From an optimization exercise on the open Yosys and OpenROAD flow, aimed at small area, a short achievable clock period and few clock cycles; shortcuts taken in it are not production practice. RTL that was checked went through simulation tests only; none was proved equivalent to the original. No functional check of the RTL was part of run 2. No activity file was given, so power comes from the tool's default toggle rates.

## run.sh

```bash
#!/bin/bash
# synth_recipe.tcl (not shown) runs the flow's synth.tcl, then flattens the netlist and writes it again
# the make line also repeats each setting of config.mk as NAME=value (left out here)
make -C /OpenROAD-flow-scripts/flow DESIGN_CONFIG=/design/flow/config.mk WORK_HOME=/design/flow/orfs CLKGATE_MAP_FILE= SYNTH_SCRIPT=/design/flow/synth_recipe.tcl finish
```

## config.mk

```make
export PLATFORM = sky130hd
export DESIGN_NAME = pipeline
export DESIGN_NICKNAME = pipeline
export VERILOG_FILES = /design/flow/design.v
export SDC_FILE = /design/flow/constraint.sdc
export NUM_CORES = 8
export LEC_CHECK = 0
export CAP_MARGIN = 30
export CORE_MARGIN = 2
export CORE_UTILIZATION = 40
export SLEW_MARGIN = 30
```

## constraint.sdc

```tcl
create_clock -name core_clock -period 12.0 [get_ports {clk}]
set_input_delay 2.4000 -clock core_clock [delete_from_list [all_inputs] [get_ports {clk}]]
set_output_delay 2.4000 -clock core_clock [all_outputs]
set_load 0.01 [all_outputs]
```

## design.v

```verilog
`timescale 1ns / 1ps
module PC(curr, clk, next, PCWrite, reset);
    parameter word = 32;
    input   [word - 1:0]    next;
    input                   clk,    PCWrite,    reset;
    output  [word - 1:0]    curr;
    reg     [word - 1:0]    PC_mem;
    always @(posedge clk or posedge reset) begin
        if (reset == 1'b1) begin
            PC_mem <= 0;
        end
        else begin
            if (PCWrite) begin
                PC_mem <= next;
            end
        end
    end 
    assign curr = PC_mem;
endmodule
`timescale 1ns / 1ps
module adder(result, a, b);
    parameter word = 32;
    input   [word - 1:0]    a,     b;
    output  [word - 1:0]    result;
    reg     [word - 1:0]    result;
    always @(a, b) begin
        result = a + b;
    end
endmodule
`timescale 1ns / 1ps
module mux_by_2(F, sel, A, B);
    parameter N = 32;
    input               sel;
    input   [N-1 : 0]   A,  B;
    output  [N-1 : 0]   F; 
    reg     [N-1 : 0]   F;
    always @ (A, B, sel) begin
        case (sel)
            1'b0 : F = A;
            1'b1 : F = B;
            default : F = 0;
        endcase
    end
endmodule
`timescale 1ns / 1ps
module mux_by_3(F, sel, A, B, C);
    parameter N = 32;
    input   [1:0]       sel;
    input   [N-1 : 0]   A,  B,  C;
    output  [N-1 : 0]   F; 
    reg     [N-1 : 0]   F;
    always @ (A, B, C, sel) begin
        case (sel)
            2'b00 : F = A;
            2'b01 : F = B;
            2'b10 : F = C;
            2'b11 : F = C;
            default : F = 0;
        endcase
    end
endmodule
`timescale 1ns / 1ps
module IF_ID(IFID_pcplus4, IFID_instr, IF_pcplus4, IF_instr, IF_flush, IFID_write, clk, reset);
    parameter word = 32;
    input   [word - 1:0]  IF_pcplus4,     IF_instr;
    input                 IF_flush,       IFID_write,   clk,    reset;
    output  [word - 1:0]  IFID_pcplus4,   IFID_instr;
    reg     [word - 1:0]  IFID_pcplus4,   IFID_instr;
    always @(posedge clk or posedge reset) begin
        if (reset) begin
            IFID_pcplus4 <= 0;
            IFID_instr   <= 0;
        end
        else if (IF_flush) begin
            IFID_pcplus4 <= 0;
            IFID_instr   <= 0;
        end
        else if (IFID_write) begin
            IFID_pcplus4 <= IF_pcplus4;
            IFID_instr   <= IF_instr;
        end 
    end
endmodule
`timescale 1ns / 1ps
module control(RegDst, Jump, Branch, MemRead, MemtoReg, ALUop, MemWrite, ALUSrc, RegWrite, Beq, op);
    input   [5:0]   op;
    output          RegDst, Jump, Branch, MemRead, MemtoReg, MemWrite, ALUSrc, RegWrite, Beq;
    output  [1:0]   ALUop;
    reg             RegDst, Jump, Branch, MemRead, MemtoReg, MemWrite, ALUSrc, RegWrite, Beq;
    reg     [1:0]   ALUop;
    always @(op) begin
        case (op)
            6'b100011: begin
                ALUop = 2'b00; RegDst = 0; Jump = 0; Branch = 0; MemRead = 1; MemtoReg = 1; MemWrite = 0; ALUSrc = 1; RegWrite = 1; Beq = 0;
            end
            6'b101011: begin
                ALUop = 2'b00; RegDst = 0; Jump = 0; Branch = 0; MemRead = 0; MemtoReg = 0; MemWrite = 1; ALUSrc = 1; RegWrite = 0; Beq = 0;
            end
            6'b000000: begin
                ALUop = 2'b10; RegDst = 1; Jump = 0; Branch = 0; MemRead = 0; MemtoReg = 0; MemWrite = 0; ALUSrc = 0; RegWrite = 1; Beq = 0;
            end
            6'b001000: begin
                ALUop = 2'b00; RegDst = 0; Jump = 0; Branch = 0; MemRead = 0; MemtoReg = 0; MemWrite = 0; ALUSrc = 1; RegWrite = 1; Beq = 0;
            end
            6'b001100: begin
                ALUop = 2'b11; RegDst = 0; Jump = 0; Branch = 0; MemRead = 0; MemtoReg = 0; MemWrite = 0; ALUSrc = 1; RegWrite = 1; Beq = 0;
            end
            6'b000100: begin
                ALUop = 2'b01; RegDst = 0; Jump = 0; Branch = 1; MemRead = 0; MemtoReg = 0; MemWrite = 0; ALUSrc = 0; RegWrite = 0; Beq = 1;
            end
            6'b000101: begin
                ALUop = 2'b01; RegDst = 0; Jump = 0; Branch = 1; MemRead = 0; MemtoReg = 0; MemWrite = 0; ALUSrc = 0; RegWrite = 0; Beq = 0;
            end
            6'b000010: begin
                ALUop = 2'b00; RegDst = 0; Jump = 1; Branch = 0; MemRead = 0; MemtoReg = 0; MemWrite = 0; ALUSrc = 0; RegWrite = 0; Beq = 0;
            end
            default: begin
                ALUop = 2'b00; RegDst = 0; Jump = 0; Branch = 0; MemRead = 0; MemtoReg = 0; MemWrite = 0; ALUSrc = 0; RegWrite = 0; Beq = 0;
            end
        endcase
    end
endmodule
`timescale 1ns / 1ps
module reg_file(read_data1, read_data2, read_addr1, read_addr2, write_addr, write_data, regwrite, clk, reset);
    parameter addr_size = 5;
    parameter word = 32;
    input   [addr_size - 1:0] read_addr1, read_addr2, write_addr;
    input   [word - 1:0]      write_data;
    input                     regwrite,   clk,        reset;
    output  [word - 1:0]      read_data1, read_data2;
    reg     [word - 1:0]      reg_mem[2**addr_size - 1:0];
    integer                   n;
    always @(negedge clk or posedge reset) begin
        if (reset == 1'b1) begin
            for (n = 0; n < 2**addr_size; n = n + 1) begin
                reg_mem[n] = 0;
            end
        end
        else if (regwrite == 1'b1 && write_addr != 0) begin
            reg_mem[write_addr] = write_data;
        end
    end
    assign read_data1 = reg_mem[read_addr1];
    assign read_data2 = reg_mem[read_addr2];
endmodule
`timescale 1ns / 1ps
module comparator (equal, a, b);
    parameter word = 32;
    input   [word - 1:0] a,     b;
    output               equal;
    reg                  equal;
    always @(a or b) begin
        if (a == b) equal = 1'b1;
        else        equal = 1'b0;
    end
endmodule  
`timescale 1ns / 1ps
module sign_ext(out, in);
    parameter word = 32;
    parameter half_word = 16;
    input [half_word - 1:0] in;
    output [word - 1:0] out;
    assign out = {{half_word{in[half_word-1]}}, in};
endmodule
`timescale 1ns / 1ps
module shifter_1(out, in);
    parameter in_size = 26;
    parameter by = 2;
    input [in_size - 1:0] in;
    output [in_size - 1 + by:0] out;
    assign out[in_size - 1+by:by] = in;
    assign out[by - 1:0] = 0;
endmodule
`timescale 1ns / 1ps
module shifter_2(out, in);
    parameter word = 32;
    parameter by = 2;
    input [word - 1:0] in;
    output [word - 1:0] out;
    assign out[word - 1:by] = in[word - 1 - by:0];
    assign out[by - 1:0] = 0;
endmodule
module ID_EX(EX_RegDst, EX_MemRead, EX_MemtoReg, EX_ALUOp, EX_MemWrite, EX_ALUSrc, 
            EX_RegWrite, EX_Registers_Read_data_1, EX_Registers_Read_data_2, 
            EX_Sign_extend_out, ID_EX_RegisterRs, ID_EX_RegisterRt, ID_EX_RegisterRd, 
            Clock, Reset, ID_EX_Flush, ID_RegDst, ID_MemRead, ID_MemtoReg, ID_ALUOp, 
            ID_MemWrite, ID_ALUSrc, ID_RegWrite, ID_Registers_Read_data_1, 
            ID_Registers_Read_data_2, ID_Sign_extend_out, IF_ID_RegisterRs, IF_ID_RegisterRt, IF_ID_RegisterRd);
    parameter sel = 2;       
    parameter rwidth = 5;    
    parameter word = 32;
    input                       Clock, Reset, ID_EX_Flush,         ID_RegDst,                  ID_MemRead,         ID_MemtoReg,    ID_MemWrite,    ID_ALUSrc,  ID_RegWrite;
    input   [sel - 1:0]         ID_ALUOp;
    input   [rwidth - 1:0]      IF_ID_RegisterRs,           IF_ID_RegisterRt,           IF_ID_RegisterRd;
    input   [word - 1:0]        ID_Registers_Read_data_1,   ID_Registers_Read_data_2,   ID_Sign_extend_out;
    output                      EX_RegDst,                  EX_MemRead, EX_MemtoReg,    EX_MemWrite,        EX_ALUSrc,      EX_RegWrite;
    output  [sel - 1:0]         EX_ALUOp;
    output  [rwidth - 1:0]      ID_EX_RegisterRs,           ID_EX_RegisterRt,           ID_EX_RegisterRd;
    output  [word - 1:0]        EX_Registers_Read_data_1,   EX_Registers_Read_data_2,   EX_Sign_extend_out;
    reg                         EX_RegDst,                  EX_MemRead, EX_MemtoReg,    EX_MemWrite,        EX_ALUSrc,      EX_RegWrite;
    reg     [sel - 1:0]         EX_ALUOp;
    reg     [rwidth - 1:0]      ID_EX_RegisterRs,           ID_EX_RegisterRt,           ID_EX_RegisterRd;
    reg     [word - 1:0]        EX_Registers_Read_data_1,   EX_Registers_Read_data_2,   EX_Sign_extend_out;
    always @ (posedge Clock or posedge Reset) begin
        if (Reset == 1'b1) begin
            EX_RegDst   <= 0;
            EX_MemRead  <= 0;
            EX_MemtoReg <= 0;
            EX_ALUOp    <= 0;
            EX_MemWrite <= 0;
            EX_ALUSrc   <= 0;
            EX_RegWrite <= 0;
            EX_Registers_Read_data_1    <= 0;
            EX_Registers_Read_data_2    <= 0;
            EX_Sign_extend_out          <= 0;
            ID_EX_RegisterRs            <= 0;
            ID_EX_RegisterRt            <= 0;
            ID_EX_RegisterRd            <= 0;
        end
        else begin
        if (ID_EX_Flush == 1'b1) begin
            EX_RegDst   <= 0;
            EX_MemRead  <= 0;
            EX_MemtoReg <= 0;
            EX_ALUOp    <= 0;
            EX_MemWrite <= 0;
            EX_ALUSrc   <= 0;
            EX_RegWrite <= 0;
        end
        else begin
            EX_RegDst   <= ID_RegDst;
            EX_MemRead  <= ID_MemRead;
            EX_MemtoReg <= ID_MemtoReg;
            EX_ALUOp    <= ID_ALUOp;
            EX_MemWrite <= ID_MemWrite;
            EX_ALUSrc   <= ID_ALUSrc;
            EX_RegWrite <= ID_RegWrite;
        end
        EX_Registers_Read_data_1    <= ID_Registers_Read_data_1;
        EX_Registers_Read_data_2    <= ID_Registers_Read_data_2;
        EX_Sign_extend_out          <= ID_Sign_extend_out;
        ID_EX_RegisterRs            <= IF_ID_RegisterRs;
        ID_EX_RegisterRt            <= IF_ID_RegisterRt;
        ID_EX_RegisterRd            <= IF_ID_RegisterRd;
        end
    end
endmodule
`timescale 1ns / 1ps
module ALUcontrol(ALU_control, funct, ALU_op);
    input   [1:0]   ALU_op;
    input   [5:0]   funct;
    output  [3:0]   ALU_control;
    reg     [3:0]   ALU_control;
    always @ (funct or ALU_op) begin
        case (ALU_op)
            2'b00: ALU_control = 4'b0010;
            2'b01: ALU_control = 4'b0110;
            2'b11: ALU_control = 4'b0000;
            2'b10: begin
                case (funct)
                    6'b100000: ALU_control = 4'b0010;
                    6'b100010: ALU_control = 4'b0110;
                    6'b100101: ALU_control = 4'b0001;
                    6'b101010: ALU_control = 4'b0111;
                    6'b100100: ALU_control = 4'b0000; 
                    default:   ALU_control = 4'b0000;
                endcase
            end
            default: ALU_control <= 4'b0000;
        endcase
    end
endmodule
`timescale 1ns / 1ps
module ALU(result, a, b, ALU_control);
    parameter word = 32;
    input   [word - 1:0]    a,           b;
    input   [3:0]           ALU_control;
    output  [word - 1:0]    result;
    reg     [word - 1:0]    result;
    always @(a or b or ALU_control) begin
        case (ALU_control)
            4'b0010: result = a + b;
            4'b0110: result = a - b;
            4'b0000: result = a & b;
            4'b0001: result = a | b;
            4'b0111: result = (a < b)?1:0;
            default: result = 0;
        endcase
    end
endmodule
module EX_MEM (MEM_MemRead, MEM_MemtoReg, MEM_MemWrite, MEM_RegWrite, MEM_ALU_result, MEM_MUX6_out, MEM_MUX8_out,
            Clock, Reset, EX_MemRead, EX_MemtoReg, EX_MemWrite, EX_RegWrite, EX_ALU_result, EX_MUX6_out, EX_MUX8_out);
    parameter rwidth = 5;
    parameter word = 32;
    input                   Clock,  Reset,  EX_MemRead,     EX_MemtoReg,    EX_MemWrite,    EX_RegWrite;
    input   [rwidth - 1:0]  EX_MUX8_out;    
    input   [word - 1:0]    EX_ALU_result,  EX_MUX6_out;
    output                  MEM_MemRead,    MEM_MemtoReg,   MEM_MemWrite,   MEM_RegWrite;
    output  [rwidth - 1:0]  MEM_MUX8_out;
    output  [word - 1:0]    MEM_ALU_result, MEM_MUX6_out;
    reg                     MEM_MemRead,    MEM_MemtoReg,   MEM_MemWrite,   MEM_RegWrite;
    reg     [rwidth - 1:0]  MEM_MUX8_out;
    reg     [word - 1:0]    MEM_ALU_result, MEM_MUX6_out;
    always @ (posedge Clock or posedge Reset) begin
        if (Reset == 1'b1) begin
        MEM_MemRead     <= 0;
        MEM_MemtoReg    <= 0;
        MEM_MemWrite    <= 0;
        MEM_RegWrite    <= 0;
        MEM_ALU_result  <= 0;
        MEM_MUX6_out    <= 0;
        MEM_MUX8_out    <= 0;
        end
        else begin
        MEM_MemRead     <= EX_MemRead;
        MEM_MemtoReg    <= EX_MemtoReg;
        MEM_MemWrite    <= EX_MemWrite;
        MEM_RegWrite    <= EX_RegWrite;
        MEM_ALU_result  <= EX_ALU_result;
        MEM_MUX6_out    <= EX_MUX6_out;
        MEM_MUX8_out    <= EX_MUX8_out;
        end
    end
endmodule
module MEM_WB (WB_MemtoReg, WB_RegWrite, WB_Data_memory_Read_data, WB_ALU_result, WB_MUX8_out,
            Clock, Reset, MEM_RegWrite, MEM_MemtoReg, MEM_Data_memory_Read_data, MEM_ALU_result, MEM_MUX8_out);
    parameter rwidth = 5;
    parameter word = 32;
    input                   Clock,  Reset,              MEM_RegWrite,       MEM_MemtoReg;
    input   [rwidth - 1:0]  MEM_MUX8_out;
    input   [word - 1:0]    MEM_Data_memory_Read_data,  MEM_ALU_result;
    output                  WB_MemtoReg,                WB_RegWrite;
    output  [rwidth - 1:0]  WB_MUX8_out;
    output  [word - 1:0]    WB_Data_memory_Read_data,   WB_ALU_result;
    reg                     WB_MemtoReg,                WB_RegWrite;
    reg     [rwidth - 1:0]  WB_MUX8_out;
    reg     [word - 1:0]    WB_Data_memory_Read_data,   WB_ALU_result;
    always @ (posedge Clock or posedge Reset) begin
        if (Reset == 1'b1) begin
        WB_MemtoReg                 <= 0;
        WB_RegWrite                 <= 0;
        WB_Data_memory_Read_data    <= 0;
        WB_ALU_result               <= 0;
        WB_MUX8_out                 <= 0;
        end
        else begin
        WB_MemtoReg                 <= MEM_MemtoReg;
        WB_RegWrite                 <= MEM_RegWrite;
        WB_Data_memory_Read_data    <= MEM_Data_memory_Read_data;
        WB_ALU_result               <= MEM_ALU_result;
        WB_MUX8_out                 <= MEM_MUX8_out;
        end
    end
endmodule
`timescale 1ns / 1ps
module brc_hazard(forward1, forward2, PCWrite, IFID_write, ID_flush, 
                 ID_branch, IDEX_regWrite, EXMEM_regWrite, EXMEM_memRead, EX_regDst, EXMEM_regRd, ID_regRt, ID_regRs, clk);
    input           ID_branch,  IDEX_regWrite,  EXMEM_regWrite,     EXMEM_memRead,  clk;
    input [4:0]     EX_regDst,  EXMEM_regRd,    ID_regRt,           ID_regRs;
    output          forward1,   forward2,       PCWrite,            IFID_write,     ID_flush;
    reg             forward1,   forward2,       PCWrite,            IFID_write,     ID_flush;
    always @(negedge clk) begin
        forward1 = 0; forward2 = 0; PCWrite = 1; IFID_write = 1; ID_flush = 0;
        if (IDEX_regWrite && ID_branch) begin
            if (EX_regDst == ID_regRs || EX_regDst == ID_regRt) begin
                PCWrite = 0; IFID_write = 0; ID_flush = 1;
            end
        end
        if (EXMEM_regWrite && !EXMEM_memRead && ID_branch) begin
            if (EXMEM_regRd == ID_regRs && EXMEM_regRd != 0) forward1 = 1;
            if (EXMEM_regRd == ID_regRt && EXMEM_regRd != 0) forward2 = 1;
        end
        if (EXMEM_memRead && ID_branch) begin
            if (EXMEM_regRd == ID_regRs || EXMEM_regRd == ID_regRt) begin
                PCWrite = 0; IFID_write = 0; ID_flush = 1;
            end
        end
    end
endmodule  
`timescale 1ns / 1ps
module lw_hazard (PCWrite, IFID_write, ID_flush, IDEX_memRead, IFID_regRs, IFID_regRt, IDEX_regRt, clk);
    input   [4:0]   IFID_regRs,     IFID_regRt,     IDEX_regRt;
    input           IDEX_memRead,   clk;
    output          PCWrite,        IFID_write,     ID_flush;
    reg             PCWrite,        IFID_write,     ID_flush;
    always @(negedge clk) begin
        PCWrite     = 1;
        ID_flush    = 0;
        IFID_write  = 1;
        if (IDEX_memRead && (IFID_regRs == IDEX_regRt || IFID_regRt == IDEX_regRt)) begin
            PCWrite     = 0;
            ID_flush    = 1;
            IFID_write  = 0;
        end
    end
endmodule  
`timescale 1ns / 1ps
module R_forward(forward_A, forward_B, EXMEM_regWrite, MEMWB_regWrite, EXMEM_regRd, MEMWB_regRd, IDEX_regRs, IDEX_regRt, clk);
	input 	                EXMEM_regWrite, 	                MEMWB_regWrite,     clk;
	input 	[4:0] 			EXMEM_regRd, 	MEMWB_regRd, 		IDEX_regRs, 		IDEX_regRt;
	output 	[1:0] 			forward_A, 		forward_B;
	reg 	[1:0] 			forward_A, 		forward_B;
	always @(negedge clk) begin
        forward_A[1] = EXMEM_regWrite & (EXMEM_regRd != 0) & (EXMEM_regRd == IDEX_regRs);
        forward_B[1] = EXMEM_regWrite & (EXMEM_regRd != 0) & (EXMEM_regRd == IDEX_regRt);
        forward_A[0] = MEMWB_regWrite & (MEMWB_regRd != 0) & (MEMWB_regRd == IDEX_regRs) & (~(EXMEM_regWrite & EXMEM_regRd & (EXMEM_regRd == IDEX_regRs)));
        forward_B[0] = MEMWB_regWrite & (MEMWB_regRd != 0) & (MEMWB_regRd == IDEX_regRt) & (~(EXMEM_regWrite & EXMEM_regRd & (EXMEM_regRd == IDEX_regRt)));
	end
endmodule
`timescale 1ns / 1ps
module pipeline (clk, reset, imem_addr, imem_rdata, dmem_addr, dmem_wdata, dmem_we, dmem_rdata);
    parameter word = 32;
    input                       clk,            reset;
    output  [word - 1:0]        imem_addr;
    input   [word - 1:0]        imem_rdata;
    output  [word - 1:0]        dmem_addr,      dmem_wdata;
    output                      dmem_we;
    input   [word - 1:0]        dmem_rdata;
    wire    [word - 1:0]        curr;
    wire    [word - 1:0]        next,           IF_pcplus4,                     IF_instr,               jump_target;
    wire    [word - 1:0]        brc_target,     not_jump_target;
    wire                        PCWrite,        ID_real_brc,                    ID_jump,                IF_flush;
    PC          pc(curr, clk, next, PCWrite, reset);
    adder       pc_adder(IF_pcplus4, curr, 4);
    mux_by_2    brc_mux(not_jump_target, ID_real_brc, IF_pcplus4, brc_target);
    mux_by_2    jmp_mux(next, ID_jump, not_jump_target, jump_target);
    assign      imem_addr = curr;
    assign      IF_instr = imem_rdata;
    assign      IF_flush = (ID_real_brc | ID_jump) & PCWrite;
    wire    [word - 1:0]        IFID_pcplus4,   IFID_instr;
    wire                        IFID_write;
    IF_ID       ifid(IFID_pcplus4, IFID_instr, IF_pcplus4, IF_instr, IF_flush, IFID_write, clk, reset);
    wire                        ID_regDst,      ID_branch,      ID_memRead,         ID_beq;
    wire                        ID_memtoReg,    ID_memWrite,    ID_ALUSrc,          ID_regWrite,        ID_brc_part;
    wire                        MEMWB_memtoReg, MEMWB_regWrite, reg_equal,          forward1,           forward2;
    wire    [1:0]               ID_ALUop;
    wire    [4:0]               MEMWB_regRd;
    wire    [word - 1:0]        ID_read_data1,  ID_read_data2,  ID_reg_data1,       ID_reg_data2,       ext_imt;
    wire    [word - 1:0]        sh_ext_imt;
    wire    [word - 1:0]        EXMEM_ALU_result,               EXMEM_val_regRt,    WB_write_data;
    wire    [27:0]              jump_part;
    control     ctrl(ID_regDst, ID_jump, ID_branch, ID_memRead, ID_memtoReg, ID_ALUop, ID_memWrite, ID_ALUSrc, ID_regWrite, ID_beq, IFID_instr[31:26]);
    reg_file    regfile(ID_read_data1, ID_read_data2, IFID_instr[25:21], IFID_instr[20:16], MEMWB_regRd, WB_write_data, MEMWB_regWrite, clk, reset);
    mux_by_2    read_data_mux1(ID_reg_data1, forward1, ID_read_data1, EXMEM_ALU_result); 
    mux_by_2    read_data_mux2(ID_reg_data2, forward2, ID_read_data2, EXMEM_ALU_result);
    comparator  comp(reg_equal, ID_reg_data1, ID_reg_data2);
    sign_ext    extended(ext_imt, IFID_instr[15:0]);
    shifter_1   sh1(jump_part, IFID_instr[25:0]);
    assign      jump_target = {IFID_pcplus4[31:28], jump_part};
    shifter_2   sh2(sh_ext_imt, ext_imt);
    adder       brc_addr_adder(brc_target, sh_ext_imt, IFID_pcplus4);
    mux_by_2 #(1) beqOrbne(ID_brc_part, ID_beq, ~reg_equal, reg_equal);
    assign      ID_real_brc = ID_brc_part & ID_branch;
    wire    [word - 1:0]        IDEX_ext_imt,   IDEX_reg_data1, IDEX_reg_data2;
    wire    [4:0]               IDEX_regRs,     IDEX_regRt,     IDEX_regRd;
    wire                        IDEX_regDst,    IDEX_memRead,   IDEX_memtoReg,      IDEX_memWrite;
    wire                        IDEX_ALUSrc,    IDEX_regWrite,  ID_flush;
    wire    [1:0]               IDEX_ALUOp;
    ID_EX       idex(IDEX_regDst, IDEX_memRead, IDEX_memtoReg, IDEX_ALUOp, IDEX_memWrite, IDEX_ALUSrc, 
                IDEX_regWrite, IDEX_reg_data1, IDEX_reg_data2, IDEX_ext_imt, IDEX_regRs, IDEX_regRt, IDEX_regRd, 
                clk, reset, ID_flush, ID_regDst, ID_memRead, ID_memtoReg, ID_ALUop, ID_memWrite, ID_ALUSrc, 
                ID_regWrite, ID_reg_data1, ID_reg_data2, ext_imt, IFID_instr[25:21], IFID_instr[20:16], IFID_instr[15:11]);
    wire    [word - 1:0]        ALU_operand1,   ALU_operand2,       ALU_operand2_part;
    wire    [4:0]               EX_regDst;
    wire    [word - 1:0]        EX_ALU_result;
    wire    [3:0]               ALU_control;
    wire    [1:0]               forwardA,       forwardB;
    mux_by_2 #(5) regDst_mux(EX_regDst, IDEX_regDst, IDEX_regRt, IDEX_regRd);
    mux_by_3    ALU_mux1(ALU_operand1, forwardA, IDEX_reg_data1, WB_write_data, EXMEM_ALU_result);
    mux_by_3    ALU_mux2(ALU_operand2_part, forwardB, IDEX_reg_data2, WB_write_data, EXMEM_ALU_result);
    mux_by_2    ALU_mux3(ALU_operand2, IDEX_ALUSrc, ALU_operand2_part, IDEX_ext_imt);
    ALUcontrol  alu_ctrl(ALU_control, IDEX_ext_imt[5:0], IDEX_ALUOp);
    ALU         alu_com(EX_ALU_result, ALU_operand1, ALU_operand2, ALU_control);
    wire    [4:0]               EXMEM_regRd;   
    wire                        EXMEM_memRead,    EXMEM_memtoReg, EXMEM_memWrite,     EXMEM_regWrite;
    EX_MEM      exmem(EXMEM_memRead, EXMEM_memtoReg, EXMEM_memWrite, EXMEM_regWrite, EXMEM_ALU_result, EXMEM_val_regRt, EXMEM_regRd,
                clk, reset, IDEX_memRead, IDEX_memtoReg, IDEX_memWrite, IDEX_regWrite, EX_ALU_result, ALU_operand2_part, EX_regDst);
    wire    [word - 1:0]        MEM_read_mem;
    assign      dmem_addr = EXMEM_ALU_result;
    assign      dmem_wdata = EXMEM_val_regRt;
    assign      dmem_we = EXMEM_memWrite;
    assign      MEM_read_mem = dmem_rdata;
    wire    [word - 1:0]        MEMWB_ALU_result,   MEMWB_read_mem;
    MEM_WB      memwb(MEMWB_memtoReg, MEMWB_regWrite, MEMWB_read_mem, MEMWB_ALU_result, MEMWB_regRd,
                clk, reset, EXMEM_regWrite, EXMEM_memtoReg, MEM_read_mem, EXMEM_ALU_result, EXMEM_regRd);
    mux_by_2    mem2reg(WB_write_data, MEMWB_memtoReg, MEMWB_ALU_result, MEMWB_read_mem);
    wire                        PCWrite1,       IFID_write1;
    wire                        ID_flush1;
    brc_hazard  brc_hazard_detect(forward1, forward2, PCWrite1, IFID_write1, ID_flush1, 
                ID_branch, IDEX_regWrite, EXMEM_regWrite, EXMEM_memRead, EX_regDst, EXMEM_regRd, IFID_instr[20:16], IFID_instr[25:21], clk);
    wire                        PCWrite2,       IFID_write2,    ID_flush2;
    lw_hazard   lw_hazard_detect(PCWrite2, IFID_write2, ID_flush2, IDEX_memRead, IFID_instr[25:21], IFID_instr[20:16], IDEX_regRt, clk);
    assign      PCWrite = PCWrite1 & PCWrite2;
    assign      IFID_write = IFID_write1 & IFID_write2;
    assign      ID_flush = ID_flush1 | ID_flush2;
    R_forward   forwarding(forwardA, forwardB, EXMEM_regWrite, MEMWB_regWrite, EXMEM_regRd, MEMWB_regRd, IDEX_regRs, IDEX_regRt, clk);
endmodule  
```

==> results.cfg, run 1 <==
[outcome]
status = complete, no violations

[placement]
dp_slack_ps = 1098
hpwl_mm = 227.7
io_buffer_count = 162
place_congestion = 1.033

[yosys]
ys_ff_latch = 1370
ys_warn_count = 19
synth_area_leaders = dfrtn_1 36%, dfrtp_1 12%, a22oi_1 6.3%, a21oi_1 5.2%, nor2_1 4.6%
ys_seq_area_frac = 0.4826
syn_inst = 7986
synthArstFlopShare = 0.9927
synth_top_flop_cell = dfrtn_1
synth_cell_type_count = 95
synth_edf_count = 0
syn_area_um2 = 70930
post-synth-top-area-cell = dfrtn_1
yosys.area.top_type_share = 0.3613
synth.avg_cell_area_um2 = 8.882

[timing]
drv_slew = 0
final.setup.tns_ps = 0
finalSetupViolations = 0
worstMarginPinSlew_ps = 1200
setup_slack_ps = 853.7
rsz0062_at_grt = no
slew_headroom = 0.1931
hold_violations = 0
fin_skew_ps = 103.8

[floorplanning]
core-area_um2 = 176100
initial_core_util = 0.4027
rows = 154
fp.dieH_um = 425.1
dieArea_um2 = 180700
die_w_um = 425.1
boundaryPins = 163

[grt]
antenna_found_initial = 53
grt_pass1_vias = 66469
grt_pass1_wl_mm = 510.1
overflow = 0
grt_start_max_net_pins = 95
grtUsageTotal = 0.3953

[setup_path]
cp.arrival_ps = 11830
startpoint_type = register
crit_path_max_fanout = 58
regToRegStartpoint = regfile.reg_mem[19][3]
crit_path_end_kind = register
reg2reg_depth = 14
required_ps = 12680
crit_type = reg -> reg
cp-startpoint = regfile.reg_mem[19][3]

[cts]
cts_buffers = 153
cts_buffer_depth = 3
cts_tree = done
postCtsHoldBufs = 0
cts-root-buf = clkbuf_16
clk_latency_ps = 820
cts_sinks = 1370
cts_setup_buffers = 0
cts-htree-levels = 4
cts_resized = 0
clk_pin_slew_worst_paths_ps = 60

[route]
drt_first_pass_iters = 13
vias = 72251
drt_iter0_markers = 14150
avgViaCountPerCell = 6.966
wl_mm = 365.1
ant_nets = 0
drt-wirelength-per-cell_um = 35.20
drc = 0

[hold_path]
min_path_type = reg -> reg
hold_start = idex.EX_MemWrite
hold_depth = 0

[layout]
layout_commonest_cell = dfrtn_1
layout-drive-gt1-share = 0.1001
area_delta_synth_final_pct = 14.80
nets = 8056
layout_common_cells = 1024 x dfrtn_1, 807 x nor2_1, 747 x nand2_1

[power_and_ir_drop]
powerDensity_nw_per_um2 = 169.7
leakagePower_uw = 0.03619
vdd_ir_drop_max_uv = 109.7

[job]
max_cap_viol_count = 0
[stage by stage]
| step | util | power, uW | area (um^2) | hold WS, ps | std cells |
|---|---|---|---|---|---|
| floorplan | - | 7327 | 70930 | 331.2 | 7986 |
| global placement | 0.4293 | 8614 | 75610 | 336.2 | 10016 |
| detailed placement | 0.4310 | 8691 | 75900 | 336.3 | 10031 |
| CTS | 0.4612 | 13660 | 81220 | 345.7 | 10320 |
| global route | 0.4617 | 14210 | 81310 | 360.1 | 10326 |
| finish | 0.4624 | 13820 | 81430 | 347.8 | 10372 |
[cell type report]
type | instances | area (um^2)
diodes | 48 | 120.1
clock buffers | 224 | 4579
clock inverters | 66 | 740.7
fillers | 16753 | 94690
inverters | 166 | 626.9
multi-input cells | 5697 | 33950
flip-flops and latches | 1370 | 34260
well taps | 2340 | 2928
repair buffers | 461 | 4225
[registers in the layout, summed over array words and instances, names as in the netlist, 11 cells and up]
name / cells
ifid.IFID_pcplus4: 32
ifid.IFID_instr: 32
idex.EX_Sign_extend_out: 11
memwb.WB_ALU_result: 32
memwb.WB_Data_memory_Read_data: 32
pc.PC_mem: 32
exmem.MEM_MUX6_out: 32
exmem.MEM_ALU_result: 32
idex.EX_Registers_Read_data_1: 32
regfile.reg_mem: 1024
idex.EX_Registers_Read_data_2: 32
[report_power, final]
part | internal [uW] | switching [uW]
Combinational | 1020 | 1970
Clock | 2950 | 2100
Sequential | 5170 | 604
[logic make-up after synthesis]
kind of cell    count (synthesis)  synth area share
compound gates               2482            0.2220
xor+xnor                      157           0.01939
fa+ha+maj                     131           0.02343
buf+inv                       919           0.05299
flops                        1370            0.4826
mux                            71           0.01036
simple gates                 2856            0.1892
[critical path, cell delays in order, from the launching register on]
cell      delay [ps]
dfrtn_1          370
mux2_2           260
and4_1           200
a31oi_1          150
nand4b_1         140
or4_1            940
a22oi_1          380
xor2_1           110
nor4_1           310
and3b_1          440
nand4_1          270
or3b_4           870
buf_4            300
nand2_1           90
a22o_1           220
[cells in the mapped netlist, types with 26 or more instances]
library cell and count:
a2111oi_0 94, dfrtn_1 1024, nand2_1 759, nand3_1 397, nand2b_1 28, inv_1 167
ha_1 128, o21a_1 26, dfrtp_1 336, nor2_1 871, xnor2_1 93, xor2_1 64
a21o_1 50, a211oi_1 51, buf_2 151, and3_1 287, o21ai_0 603, nor3_1 88
mux2i_1 52, nand4_1 183, a221oi_1 35, a22oi_1 599, nor4_1 54, a21oi_1 741
clkbuf_1 550, o31ai_1 38
[metal layers]
| metal | vias to the layer above | GRT usage | part of all wire |
|---|---|---|---|
| met5 | - | 0.008730 | 0.00092 |
| met4 | 32 | 0.2644 | 0.089 |
| met3 | 2166 | 0.1761 | 0.15 |
| met2 | 6723 | 0.5430 | 0.40 |
| met1 | 34787 | 0.4961 | 0.36 |
| li1 | 28543 | - | - |
[worst paths after layout]
| check | to | slack (ps) |
|---|---|---|
| setup / recovery | pc.PC_mem[0] | 850 |
| hold reg to reg | exmem.MEM_MemWrite | 350 |
| min in group asynchronous | idex.EX_Registers_Read_data_1[25] | 2390 |
| setup reg to reg | pc.PC_mem[0] | 850 |
| hold / removal | exmem.MEM_MemWrite | 350 |
| max in group asynchronous | regfile.reg_mem[0][10] | 3060 |
Testbench counts, summed over its fixed seeds: cycles 43,039.
==> run 2, diff against run 1 <==
==> design.v (replaced) <==
`timescale 1ns / 1ps
module reg_file(read_data1, read_data2, read_addr1, read_addr2, write_addr, write_data, regwrite, clk, reset);
    input   [4:0]   read_addr1, read_addr2, write_addr;
    input   [31:0]  write_data;
    input           regwrite, clk, reset;
    output  [31:0]  read_data1, read_data2;
    reg     [31:0]  mem [1:31];
    reg     [31:1]  valid;
    integer i;
    always @(posedge clk or posedge reset) begin
        if (reset)
            valid <= 31'b0;
        else if (regwrite && write_addr != 5'd0)
            valid[write_addr] <= 1'b1;
    end
    genvar g;
    generate
        for (g = 1; g < 32; g = g + 1) begin : w
            always @(posedge clk)
                if (regwrite && write_addr == g)
                    mem[g] <= write_data;
        end
    endgenerate
    wire    [31:1]  sel1, sel2;
    generate
        for (g = 1; g < 32; g = g + 1) begin : s
            assign sel1[g] = valid[g] && read_addr1 == g;
            assign sel2[g] = valid[g] && read_addr2 == g;
        end
    endgenerate
    reg     [31:0]  r1, r2;
    always @* begin
        r1 = 32'b0;
        r2 = 32'b0;
        for (i = 1; i < 32; i = i + 1) begin
            r1 = r1 | ({32{sel1[i]}} & mem[i]);
            r2 = r2 | ({32{sel2[i]}} & mem[i]);
        end
    end
    assign read_data1 = r1;
    assign read_data2 = r2;
endmodule
`timescale 1ns / 1ps
module pipeline (clk, reset, imem_addr, imem_rdata, dmem_addr, dmem_wdata, dmem_we, dmem_rdata);
    input           clk, reset;
    output  [31:0]  imem_addr;
    input   [31:0]  imem_rdata;
    output  [31:0]  dmem_addr, dmem_wdata;
    output          dmem_we;
    input   [31:0]  dmem_rdata;
    reg     [31:2]  pc;
    reg             e_wr, e_lw, e_sw, e_br, e_bne;
    reg             e_imm_src, e_sub, e_and, e_or, e_slt;
    reg             e_fa, e_fb;
    reg     [4:0]   e_rd;
    reg     [31:0]  e_a, e_b;
    reg     [15:0]  e_imm;
    reg             m_wr, m_lw, m_we;
    reg     [4:0]   m_rd;
    reg     [31:0]  m_res, m_sd;
    wire    [31:0]  inst = imem_rdata;
    wire    [5:0]   op   = inst[31:26];
    wire    [5:0]   fn   = inst[5:0];
    wire    [4:0]   rs   = inst[25:21];
    wire    [4:0]   rt   = inst[20:16];
    wire    [4:0]   rdf  = inst[15:11];
    wire            is_r    = op == 6'h00;
    wire            is_j    = op == 6'h02;
    wire            is_beq  = op == 6'h04;
    wire            is_bne  = op == 6'h05;
    wire            is_addi = op == 6'h08;
    wire            is_andi = op == 6'h0C;
    wire            is_lw   = op == 6'h23;
    wire            is_sw   = op == 6'h2B;
    wire            use_rs  = is_r | is_beq | is_bne | is_addi | is_andi | is_lw | is_sw;
    wire            use_rt  = is_r | is_beq | is_bne | is_sw;
    wire            wr_rt   = is_addi | is_andi | is_lw;
    wire    [4:0]   dst     = is_r ? rdf : (wr_rt ? rt : 5'd0);
    wire            f_add   = is_r & (fn == 6'h20);
    wire            f_sub   = is_r & (fn == 6'h22);
    wire            f_or    = is_r & (fn == 6'h25);
    wire            f_slt   = is_r & (fn == 6'h2A);
    wire            f_and   = (is_r & ~f_add & ~f_sub & ~f_or & ~f_slt) | is_andi;
    wire    [31:0]  w_data  = m_lw ? dmem_rdata : m_res;
    wire    [31:0]  rf_a, rf_b;
    reg_file regfile(rf_a, rf_b, rs, rt, m_rd, w_data, m_wr, clk, reset);
    wire            byp_a   = m_wr && m_rd == rs;
    wire            byp_b   = m_wr && m_rd == rt;
    wire    [31:0]  f_a     = byp_a ? w_data : rf_a;
    wire    [31:0]  f_b     = byp_b ? w_data : rf_b;
    wire            fwd_a   = e_wr && !e_lw && e_rd == rs;
    wire            fwd_b   = e_wr && !e_lw && e_rd == rt;
    wire            ld_use  = e_wr && e_lw && ((use_rs && e_rd == rs) || (use_rt && e_rd == rt));
    wire    [31:0]  a       = e_fa ? m_res : e_a;
    wire    [31:0]  b       = e_fb ? m_res : e_b;
    wire    [31:0]  ext     = {{16{e_imm[15]}}, e_imm};
    wire    [31:0]  bo      = e_imm_src ? ext : b;
    wire    [32:0]  sum     = {1'b0, a} + {1'b0, bo ^ {32{e_sub}}} + {32'b0, e_sub};
    wire    [31:0]  res     = e_and ? (a & bo) :
                              e_or  ? (a | bo) :
                              e_slt ? {31'b0, ~sum[32]} :
                                      sum[31:0];
    wire            eq      = a == b;
    wire            taken   = e_br && (eq ^ e_bne);
    wire    [31:2]  target  = pc + {{14{e_imm[15]}}, e_imm};
    wire    [31:2]  pc_inc  = pc + 30'd1;
    wire    [31:2]  pc_next = taken  ? target :
                              ld_use ? pc :
                              is_j   ? {pc_inc[31:28], inst[25:0]} :
                                       pc_inc;
    wire            f_go    = !taken && !ld_use;
    always @(posedge clk or posedge reset) begin
        if (reset) begin
            pc      <= 30'b0;
            e_wr    <= 1'b0;
            e_lw    <= 1'b0;
            e_sw    <= 1'b0;
            e_br    <= 1'b0;
            m_wr    <= 1'b0;
            m_we    <= 1'b0;
        end else begin
            pc      <= pc_next;
            e_wr    <= f_go && dst != 5'd0;
            e_lw    <= f_go && is_lw;
            e_sw    <= f_go && is_sw;
            e_br    <= f_go && (is_beq | is_bne);
            m_wr    <= e_wr;
            m_we    <= e_sw;
        end
    end
    always @(posedge clk) begin
        e_rd        <= dst;
        e_bne       <= is_bne;
        e_imm_src   <= ~is_r;
        e_sub       <= f_sub | f_slt;
        e_and       <= f_and;
        e_or        <= f_or;
        e_slt       <= f_slt;
        e_fa        <= fwd_a;
        e_fb        <= fwd_b;
        e_a         <= f_a;
        e_b         <= f_b;
        e_imm       <= inst[15:0];
        m_lw        <= e_lw;
        m_rd        <= e_rd;
        m_res       <= res;
        m_sd        <= b;
    end
    assign imem_addr  = {pc, 2'b00};
    assign dmem_addr  = m_res;
    assign dmem_wdata = m_sd;
    assign dmem_we    = m_we;
endmodule
==> results.cfg, run 2 <==
[floorplanning]
boundaryPins = 163
core-area_um2 = 137200
fp.dieH_um = 375.2
die_w_um = 375.2
rows = 136
dieArea_um2 = 140800
initial_core_util = 0.4019

[route]
wl_mm = 258.3
ant_nets = 0
drt_iter0_markers = 12442
drt_first_pass_iters = 15
drt-wirelength-per-cell_um = 42.02
avgViaCountPerCell = 7.573
drc = 0
vias = 46558

[timing]
fin_crit_sh = 0.4647
max_freq_mhz = 179.3
fin_skew_ps = 53.74
drv_slew = 0
hold_violations = 0
rsz0062_at_grt = no
final.setup.tns_ps = 0
slew_headroom = 0.2334
worstMarginPinSlew_ps = 1150
finalSetupViolations = 0
layout_min_cycle_time_ps = 5577

[setup_path]
max_stage_delay_ps = 950
cp_cell_sequence = mux2_2 > mux2i_1 > xnor2_1 > inv_1 > fa_1 > nand2b_1 > a21oi_1 > o211ai_1 > a211oi_1 > nor4_1 > o41ai_1 > a31oi_1 > o21ai_1 > a21oi_1
cp_slowest_cell = dfxtp_2
path_common_cell = a21oi_1
crit_path_max_fanout = 35
required_ps = 12610
startpoint_type = register
crit_type = reg -> reg
cp.arrival_ps = 6190
reg2reg_slack_ps = 6420
crit_path_end_kind = register

[cts]
cts_buffers = 120
cts_tree = done
cts_setup_buffers = 0
cts_sinks = 1222
cts_resized = 0
postCtsHoldBufs = 0
clk_latency_ps = 800
cts-htree-levels = 3
cts_buffer_depth = 3
clk_pin_slew_worst_paths_ps = 70
cts-root-buf = clkbuf_16

[power_and_ir_drop]
power_uw = 9620
vdd_ir_drop_max_uv = 130.0
powerDensity_nw_per_um2 = 153.0
leakagePower_uw = 0.02133

[layout]
layout_commonest_cell = edfxtp_1
finalNonFillerCells = 6148
fill_cells = 12130
fin_util = 0.4586
area_delta_synth_final_pct = 14.11
nets = 4381
layout-drive-gt1-share = 0.1093
largest_reg_flops = 992
layout_common_cells = 992 x edfxtp_1, 378 x a22o_1, 373 x a221oi_1
finalInstanceArea_um2 = 62890

[yosys]
syn_area_um2 = 55120
post-synth-top-area-cell = edfxtp_1
ys_ff_latch = 1222
synthArstFlopShare = 0.05483
ys_warn_count = 3
synthXorXnorAreaFrac = 0.02447
synth_compound_area_frac = 0.2035
synthAdderAreaFrac = 0.01730
muxShareOfSynthArea = 0.02415
synth.avg_cell_area_um2 = 13.21
synth_top_family_by_area = compound AO/OA/AOI/OAI gates
ys_seq_area_frac = 0.6301
synth_cell_type_count = 72
synthSimpleGateAreaFrac = 0.07153
yosys.area.top_type_share = 0.5404
yosysMostFrequentCell = edfxtp_1
synth_edf_count = 992
ys_top_cells_by_count = 992 x edfxtp_1, 378 x a22o_1, 373 x a221oi_1
syn_inst = 4173
synth_area_leaders = edfxtp_1 54%, a22o_1 6.0%, a221oi_1 5.9%, dfxtp_1 5.9%, dfrtp_1 3.0%
synth_top_flop_cell = edfxtp_1

[outcome]
status = complete, no violations

[placement]
dp_cells = 5911
postPlaceCellArea_um2 = 58920
hpwl_mm = 136.7
io_buffer_count = 160
place_congestion = 0.9712

[grt]
grtUsageTotal = 0.3551
overflow = 0
grt_pass1_wl_mm = 348.3
antenna_found_initial = 10
grt_start_max_net_pins = 72
grt_pass1_vias = 42353

[hold_path]
min_path_type = reg -> reg

[job]
max_cap_viol_count = 0
## run 2: path summary, 6_finish.rpt
path                            startpoint           endpoint  cells past startpoint
worst max-delay path                  e_fb           m_res[0]                     14
max in group asynchronous            reset              pc[9]                      3
worst min-delay path                  e_sw               m_we                      0
worst min register to register        e_sw               m_we                      0
worst max register to register        e_fb           m_res[0]                     14
min in group asynchronous            reset  regfile.valid[18]                      3
## run 2: metal layers
metal  global-route usage  up-vias  routed length, um
li1                     -    17346                  -
met1               0.4342    22149              86190
met2               0.5021     5387             103700
met3               0.1698     1660              45990
met4               0.2188       16              22150
met5              0.01372        -                336
## run 2: per-stage QoR
stage	setup slack, ps	hold WS [ps]
after floorplan	7304	331.2
after global placement	6124	332.0
after detailed placement	6146	339.7
after CTS	6517	356.0
after global routing	6127	357.6
final	6423	354.1
## run 2: cell type report
type | instances | area (um^2) | area share
clock inverter | 70 | 643.1 | 0.01023
tap | 1794 | 2245 | 0.03569
timing repair buffer | 278 | 2524 | 0.04013
clock buffer | 159 | 3282 | 0.05218
multi-input combinational | 2544 | 19170 | 0.3048
sequential | 1222 | 34730 | 0.5523
inverter | 74 | 277.8 | 0.004416
antenna | 7 | 17.52 | 0.0002785
## run 2: worst max-delay path: cells and delay by family, from the launching register on
family                   cells  cell delay (ps)
AO/OA/AOI/OAI                7             2670
XOR/XNOR                     1              200
adder cells (fa/ha/maj)      1              410
buffers and inverters        1               90
flip-flops                   1              950
multiplexers                 2              720
AND/OR/NAND/NOR              2              360
## run 2: cell families after synthesis
family | after synthesis
adder cells (fa/ha/maj) | 75
flip-flops | 1222
other | 1
AND/OR/NAND/NOR | 757
buffers and inverters | 408
multiplexers | 125
AO/OA/AOI/OAI | 1431
XOR/XNOR | 154
## run 2: power breakdown
part	switching (uW)	internal, uW	total (uW)	leakage, uW
registers	133	4700	4830	0.0111
clock network	1740	2070	3810	0.00191
logic	557	418	974	0.00832

==> what the ideal ports hide <==
The results above use ideal ports. As a check the final layout listed here was re-extracted and re-timed, cells and wires unchanged.
Step 1: set_driving_cell puts a clkbuf_16 on clk and a buf_2 on each other input, an assumption about the parent block.
Step 2 also shifts input and output timing later by t, the mid clock arrival at the registers, as if the neighbouring blocks saw the same clock.
Three values: ideal ports, drivers, drivers and shift; two values: the first two.
run: run 2
t (ns): 0.858
setup slack, ns: 6.423 / 6.423 / 5.822
worst hold slack (ns): 0.354 / 0.354 / 0.354
latest minus earliest clock arrival (ns): 0.055 / 0.054
slew at the worst register clock pin (ns): 0.07 / 0.07
After both steps run 2 still meets setup and hold. The setup slack of run 2 moves by 0.000 ns with the drivers and by -0.601 ns with both steps.
